This design comes from an exercise in tuning for small area and a short achievable clock period on the open sky130 flow, not from production work. Where RTL was checked, it was by simulation tests only, not by an equivalence proof against the original.

Setup of the previous run:
## FFT_TOB
module FFT_TOB (
  input  wire signed [15:0] Input_re,
  input  wire signed [15:0] Input_Im,
  input  wire               cordic_Valid,
  input  wire               clk,
  input  wire               rst,
  output wire signed [15:0] Output_FFT_Re,
  output wire signed [15:0] Output_FFT_Im,
  output wire               Data_Valid
);
  reg [3:0] p;
  reg       dv;
  always @(posedge clk or negedge rst)
    if (!rst) begin
      p  <= 4'd0;
      dv <= 1'b0;
    end else begin
      if (cordic_Valid) p <= p + 4'd1;
      if (p == 4'd14)   dv <= 1'b1;
    end
  assign Data_Valid = dv;
  wire p3 = p[3], p2 = p[2], p1 = p[1], p0 = p[0];
  wire first = (p == 4'd0);
  wire last  = (p == 4'd15);
  reg [127:0] d1r, d1i;    
  reg [63:0]  d2r, d2i;    
  reg [31:0]  d3r, d3i;    
  reg [15:0]  d4r, d4i;    
  reg [15:0]  zr, zi;      
  reg [16:0]  y0, y1;      
  reg         yw1, yw3, yw9, yw2, yw6, yw4, yodp, yodn, yosp, yosn;
  reg [15:0]  ar, ai;      
  reg [15:0]  br, bi;      
  wire [15:0] xr = Input_re, xi = Input_Im;
  wire [15:0] r1r = d1r[127:112], r1i = d1i[127:112];
  wire [15:0] r2r = d2r[63:48],   r2i = d2i[63:48];
  wire [15:0] r3r = d3r[31:16],   r3i = d3i[31:16];
  wire [15:0] r4r = d4r,          r4i = d4i;
  wire [15:0] a1r, a1i, b1r, b1i;
  rca u_a1r (.a(r1r), .b(xr),  .ci(1'b0), .s(a1r));
  rca u_a1i (.a(r1i), .b(xi),  .ci(1'b0), .s(a1i));
  rca u_b1r (.a(r1r), .b(~xr), .ci(1'b1), .s(b1r));
  rca u_b1i (.a(r1i), .b(~xi), .ci(1'b1), .s(b1i));
  wire [15:0] s1r = p3 ? a1r : r1r;
  wire [15:0] s1i = p3 ? a1i : r1i;
  wire [15:0] w1r = p3 ? b1r : xr;
  wire [15:0] w1i = p3 ? b1i : xi;
  wire c2 = ~p3 & p2;
  wire [15:0] b2r, b2i, a2r, a2i;
  rca u_b2r (.a(r2r), .b(~(c2 ? r1i : s1r)),      .ci(1'b1), .s(b2r));
  rca u_b2i (.a(r2i), .b(c2 ? r1r : ~s1i),        .ci(~c2),  .s(b2i));
  wire [15:0] w2r = p2 ? b2r : s1r;
  wire [15:0] w2i = p2 ? b2i : s1i;
  rca u_a2r (.a(r2r), .b(s1r), .ci(1'b0), .s(a2r));
  rca u_a2i (.a(r2i), .b(s1i), .ci(1'b0), .s(a2i));
  wire [3:0]  q   = p + 4'd2;
  ...
Size: ~3700 cells after synthesis, ~630 flip-flops, roughly 68 I/O pins, roughly 38000 um2 of cells after synthesis.
Settings: LEC_CHECK=0, CAP_MARGIN=20, CORE_MARGIN=2, CORE_UTILIZATION=40, SLEW_MARGIN=20, SETUP_SLACK_MARGIN=14.0; clock period 27.0 ns.
standard.sh (not shown) runs the stock make flow with config.mk's settings and CLKGATE_MAP_FILE= SYNTH_SCRIPT=/design/flow/synth_recipe.tcl, a recipe that flattens the netlist after the stock synthesis.
==> flow/flow/run.sh <==
#!/bin/bash
cp standard.sh standard_sh_copy.log
echo "export SETUP_SLACK_MARGIN = 14.0" >> config.mk
bash standard.sh > standard.log 2>&1
The previous run: PASS, flow complete, no timing, DRC or antenna violations
Here is what was changed in the inputs of the current run compared with the previous run.
- a change of SETUP_SLACK_MARGIN from 14.0 to 13.3
==> flow/flow/run.sh <==
#!/bin/bash
cp standard.sh standard_sh_copy.log
echo "export SETUP_SLACK_MARGIN = 13.3" >> config.mk
bash standard.sh > standard.log 2>&1
==> results.txt <==
The run showing the greater peak per-stage delay on the critical path is the previous run. Changes observed in the current run relative to the previous run: worst setup slack after layout went down by 0.11 ns; count of cells resized by post-cts repair saw a decrease; maximum frequency shrank by 0.60 MHz; placement-stage worst setup slack -0.27 ns; total vias in the final route now sits higher. Between the current run and the previous run, the difference in number of nets at the end of the flow is negligible.
No functional check of the RTL was part of any run of this note.

Another version of the RTL of FFT_TOB (not shown whole).
For scale: about 3500 cells after synthesis, roughly 630 flip-flops, roughly 37000 sq um of cells after synthesis.
clock: 27.0 ns
lec_check: 0
cap_margin: 20
core_margin: 2
core_utilization: 40
cts_buf_list: sky130_fd_sc_hd__clkbuf_8 sky130_fd_sc_hd__clkbuf_16
cts_cluster_diameter: 120
cts_cluster_size: 25
slew_margin: 20
tns_end_percent: 0
buffer_ports_args: -buffer_cell sky130_fd_sc_hd__buf_2
setup_slack_margin: 14.5
==> flow/flow/run.sh <==
#!/bin/bash
cp standard.sh standard_sh_copy.log
echo "export BUFFER_PORTS_ARGS = -buffer_cell sky130_fd_sc_hd__buf_2" >> config.mk
echo "export SETUP_SLACK_MARGIN = 14.5" >> config.mk
bash standard.sh > standard.log 2>&1
Next try:
--- a/flow/flow/run.sh
+++ b/flow/flow/run.sh
@@ -4 +4 @@
-echo "export SETUP_SLACK_MARGIN = 14.5" >> config.mk
+echo "export SETUP_SLACK_MARGIN = 13.9" >> config.mk
GPL_TIMING_DRIVEN = 0   (was not set)
SETUP_SLACK_MARGIN = 13.9   (was 14.5)
TNS_END_PERCENT = not set   (was 0)
After rerunning: The changed run went through all stages and came out clean; wire length increases by 15%; worst hold slack stays flat; non-clock buffer count increases by 142; count of clock-buffer cells in the layout is unchanged.
Next try:
GPL_TIMING_DRIVEN = not set   (was 0)
Synthesized area does not change. Global-route usage fell by 3.1 points. Clock skew goes up by 0.015 ns. Worst setup slack improved by 0.26 ns. Via count is lower by a few percent. Clock-buffer cell count is lower by 1. Maximum frequency went up by a few percent. Critical path depth is lower by 4. Final cell count shrinks by a few percent. Die area is unchanged.

== job 3125 ==
FFT_TOB again, from the RTL that the note above started with.
export LEC_CHECK = 0
export CAP_MARGIN = 20
export CORE_MARGIN = 2
export CORE_UTILIZATION = 40
export CTS_BUF_LIST = sky130_fd_sc_hd__clkbuf_8 sky130_fd_sc_hd__clkbuf_16
export CTS_CLUSTER_DIAMETER = 120
export CTS_CLUSTER_SIZE = 25
export SLEW_MARGIN = 20
export BUFFER_PORTS_ARGS = -buffer_cell sky130_fd_sc_hd__buf_2
export SETUP_SLACK_MARGIN = 13.3
create_clock -name core_clock -period 27.0 [get_ports {clk}]
==> flow/flow/run.sh <==
#!/bin/bash
cp standard.sh standard_sh_copy.log
echo "export BUFFER_PORTS_ARGS = -buffer_cell sky130_fd_sc_hd__buf_2" >> config.mk
echo "export SETUP_SLACK_MARGIN = 13.3" >> config.mk
bash standard.sh > standard.log 2>&1
> inputs changed (job 3125 -> job 4344)
# job 3125
export LEC_CHECK = 0
export CAP_MARGIN = 20
export CORE_MARGIN = 2
export CORE_UTILIZATION = 40
export CTS_BUF_LIST = sky130_fd_sc_hd__clkbuf_8 sky130_fd_sc_hd__clkbuf_16
export CTS_CLUSTER_DIAMETER = 120
export CTS_CLUSTER_SIZE = 25
export SLEW_MARGIN = 20
export BUFFER_PORTS_ARGS = -buffer_cell sky130_fd_sc_hd__buf_2
export SETUP_SLACK_MARGIN = 13.3
create_clock -name core_clock -period 27.0 [get_ports {clk}]
# job 4344
export LEC_CHECK = 0
export CAP_MARGIN = 20
export CORE_MARGIN = 2
export CORE_UTILIZATION = 30
export CTS_BUF_LIST = sky130_fd_sc_hd__clkbuf_8 sky130_fd_sc_hd__clkbuf_16
export CTS_CLUSTER_DIAMETER = 120
export CTS_CLUSTER_SIZE = 25
export SLEW_MARGIN = 20
export BUFFER_PORTS_ARGS = -buffer_cell sky130_fd_sc_hd__buf_2
export SETUP_SLACK_MARGIN = 13.9
create_clock -name core_clock -period 27.0 [get_ports {clk}]
==> flow/flow/run.sh <==
#!/bin/bash
cp standard.sh standard_sh_copy.log
echo "export BUFFER_PORTS_ARGS = -buffer_cell sky130_fd_sc_hd__buf_2" >> config.mk
echo "export SETUP_SLACK_MARGIN = 13.9" >> config.mk
bash standard.sh > standard.log 2>&1
==> comparison <==
- Per the final summary, job 3125 finished and its layout is clean on timing, DRC and antenna.
- Per the final summary, job 4344 finished and its layout is clean on timing, DRC and antenna.
- In job 4344 the worst path setup slack after routing turned out 0.41 ns higher than in job 3125.
- Taking job 3125 as the reference point, the number of non-clock buffers in the layout of job 4344 rises by about 22%.
- The synthesized cell count of job 4344 and that of job 3125 are within noise of each other.
- End point of the critical path = Output_FFT_Im[13]: job 3125; end point of the critical path = Output_FFT_Im[15]: job 4344
- Changes observed in job 4344 relative to job 3125: biggest fanout along the worst timing path now sits lower; count of clock-net buffers in the final layout barely changed.
Setup changes, job 4344 to job 2416
# job 4344
export LEC_CHECK = 0
export CAP_MARGIN = 20
export CORE_MARGIN = 2
export CORE_UTILIZATION = 30
export CTS_BUF_LIST = sky130_fd_sc_hd__clkbuf_8 sky130_fd_sc_hd__clkbuf_16
export CTS_CLUSTER_DIAMETER = 120
export CTS_CLUSTER_SIZE = 25
export SLEW_MARGIN = 20
export BUFFER_PORTS_ARGS = -buffer_cell sky130_fd_sc_hd__buf_2
export SETUP_SLACK_MARGIN = 13.9
create_clock -name core_clock -period 27.0 [get_ports {clk}]
# job 2416
export LEC_CHECK = 0
export CAP_MARGIN = 20
export CORE_MARGIN = 2
export CORE_UTILIZATION = 40
export CTS_BUF_LIST = sky130_fd_sc_hd__clkbuf_8 sky130_fd_sc_hd__clkbuf_16
export CTS_CLUSTER_DIAMETER = 120
export CTS_CLUSTER_SIZE = 25
export SLEW_MARGIN = 20
export TNS_END_PERCENT = 10
export BUFFER_PORTS_ARGS = -buffer_cell sky130_fd_sc_hd__buf_2
export SETUP_SLACK_MARGIN = 13.9
create_clock -name core_clock -period 27.0 [get_ports {clk}]
--- outcome ---
Lower via count of the first global-routing pass among job 2416 and job 4344: job 2416. Against job 4344, job 2416 comes in about 27% lower on sum of met3 wire segment lengths after detailed routing. Looking at met2 wirelength from detailed routing across job 2416 and job 4344, the one that comes out higher is job 4344. Delta (job 2416 minus job 4344): cell area after placement went down 1.4%; number of nets in the final layout has decreased; delay of the slowest cell on the worst path dropped 0.22 ns.
Input-level comparison between job 4653 and job 2416:
# job 2416
export LEC_CHECK = 0
export CAP_MARGIN = 20
export CORE_MARGIN = 2
export CORE_UTILIZATION = 40
export CTS_BUF_LIST = sky130_fd_sc_hd__clkbuf_8 sky130_fd_sc_hd__clkbuf_16
export CTS_CLUSTER_DIAMETER = 120
export CTS_CLUSTER_SIZE = 25
export SLEW_MARGIN = 20
export TNS_END_PERCENT = 10
export BUFFER_PORTS_ARGS = -buffer_cell sky130_fd_sc_hd__buf_2
export SETUP_SLACK_MARGIN = 13.9
create_clock -name core_clock -period 27.0 [get_ports {clk}]
# job 4653
export LEC_CHECK = 0
export CAP_MARGIN = 20
export CORE_MARGIN = 2
export CORE_UTILIZATION = 55
export CTS_BUF_LIST = sky130_fd_sc_hd__clkbuf_8 sky130_fd_sc_hd__clkbuf_16
export CTS_CLUSTER_DIAMETER = 120
export CTS_CLUSTER_SIZE = 25
export SLEW_MARGIN = 20
export BUFFER_PORTS_ARGS = -buffer_cell sky130_fd_sc_hd__buf_2
export SETUP_SLACK_MARGIN = 13.9
create_clock -name core_clock -period 27.0 [get_ports {clk}]
==> comparison <==
Shortest clock period the worst path allows after layout, job 4653 and job 2416: lower on job 4653
Of job 4653 and job 2416, the run reporting the higher overall die height was job 2416.
Global-route wire length before repair: job 4653 and job 2416 compared, higher one is job 4653
Comparing job 4653 against job 2416, there is no change at all in sequential area share after synthesis.
[compare] base=job 2416 new=job 4653: number of buffers added for setup after CTS higher; clock-cell share of area roughly the same; via count higher.
## Diff of input files: job 267 against job 4653
# job 4653
export LEC_CHECK = 0
export CAP_MARGIN = 20
export CORE_MARGIN = 2
export CORE_UTILIZATION = 55
export CTS_BUF_LIST = sky130_fd_sc_hd__clkbuf_8 sky130_fd_sc_hd__clkbuf_16
export CTS_CLUSTER_DIAMETER = 120
export CTS_CLUSTER_SIZE = 25
export SLEW_MARGIN = 20
export BUFFER_PORTS_ARGS = -buffer_cell sky130_fd_sc_hd__buf_2
export SETUP_SLACK_MARGIN = 13.9
create_clock -name core_clock -period 27.0 [get_ports {clk}]
# job 267
export LEC_CHECK = 0
export CAP_MARGIN = 20
export CORE_MARGIN = 2
export CORE_UTILIZATION = 40
export CTS_BUF_LIST = sky130_fd_sc_hd__clkbuf_8 sky130_fd_sc_hd__clkbuf_16
export CTS_CLUSTER_DIAMETER = 120
export CTS_CLUSTER_SIZE = 25
export SLEW_MARGIN = 20
export TNS_END_PERCENT = 0
export BUFFER_PORTS_ARGS = -buffer_cell sky130_fd_sc_hd__buf_2
export SETUP_SLACK_MARGIN = 14.2
create_clock -name core_clock -period 27.0 [get_ports {clk}]
==> flow/flow/run.sh <==
#!/bin/bash
cp standard.sh standard_sh_copy.log
echo "export BUFFER_PORTS_ARGS = -buffer_cell sky130_fd_sc_hd__buf_2" >> config.mk
echo "export SETUP_SLACK_MARGIN = 14.2" >> config.mk
bash standard.sh > standard.log 2>&1
==> results.txt <==
For job 4653, the top layer reached by signal wires was met4, unlike job 267, where it was met5.
Any difference in layout overhead on the synthesized area between job 4653 and job 267 is small enough to ignore.
[job 267 vs job 4653] overall fraction of global-route tracks in use: lower in job 267
For number of placed cells counting well taps, dividing the value from job 4653 by the value from job 267 gives 0.932.
No stage failed in job 267, and the final checks on the layout all came back clean.

-- afterwards: timing with drivers on the ports --
In the flow no input, the clock included, has a driving cell. The finished layouts below were timed again as built, in two steps.
Step 1 sets driving cells, clkbuf_16 on the clock port and buf_2 on the other inputs (assumed; they add their load-dependent delay and slew).
Step 2, shift: input delay + t, output delay - t, t = (earliest + latest rising clock arrival at the registers) / 2. This alone moves slack from input paths to output paths.
Slacks: ideal ports / drivers / drivers and shift; pairs: ideal ports / drivers.
run | t, ns | setup slack, ns | worst hold slack (ns) | worst register clock-pin slew, ns
the previous run | 0.692 | 13.413 / 13.351 / 13.556 | 0.317 / 0.317 / 0.317 | 0.07 / 0.07
the current run | 0.689 | 13.301 / 13.237 / 13.315 | 0.306 / 0.306 / 0.306 | 0.07 / 0.07
the first run of note 2 | 0.677 | 13.659 / 13.626 / 13.504 | 0.313 / 0.313 / 0.313 | 0.12 / 0.12
the second run of note 2 | 0.692 | 13.617 / 13.555 / 13.607 | 0.313 / 0.313 / 0.313 | 0.12 / 0.12
the third run of note 2 | 0.674 | 13.881 / 13.812 / 13.519 | 0.323 / 0.323 / 0.323 | 0.12 / 0.12
job 3125 | 0.661 | 13.407 / 13.273 / 13.274 | 0.328 / 0.328 / 0.328 | 0.12 / 0.12
job 4344 | 0.691 | 13.819 / 13.754 / 13.526 | 0.321 / 0.321 / 0.321 | 0.11 / 0.11
job 2416 | 0.674 | 13.742 / 13.637 / 13.509 | 0.322 / 0.322 / 0.322 | 0.12 / 0.12
job 4653 | 0.679 | 13.792 / 13.742 / 13.540 | 0.324 / 0.324 / 0.324 | 0.12 / 0.12
job 267 | 0.689 | 13.646 / 13.551 / 13.490 | 0.309 / 0.309 / 0.309 | 0.12 / 0.12
After both steps setup and hold are still met in every run listed. The setup slack of the third run of note 2, which loses most, moves by -0.069 ns with the drivers and by -0.362 ns with both steps.
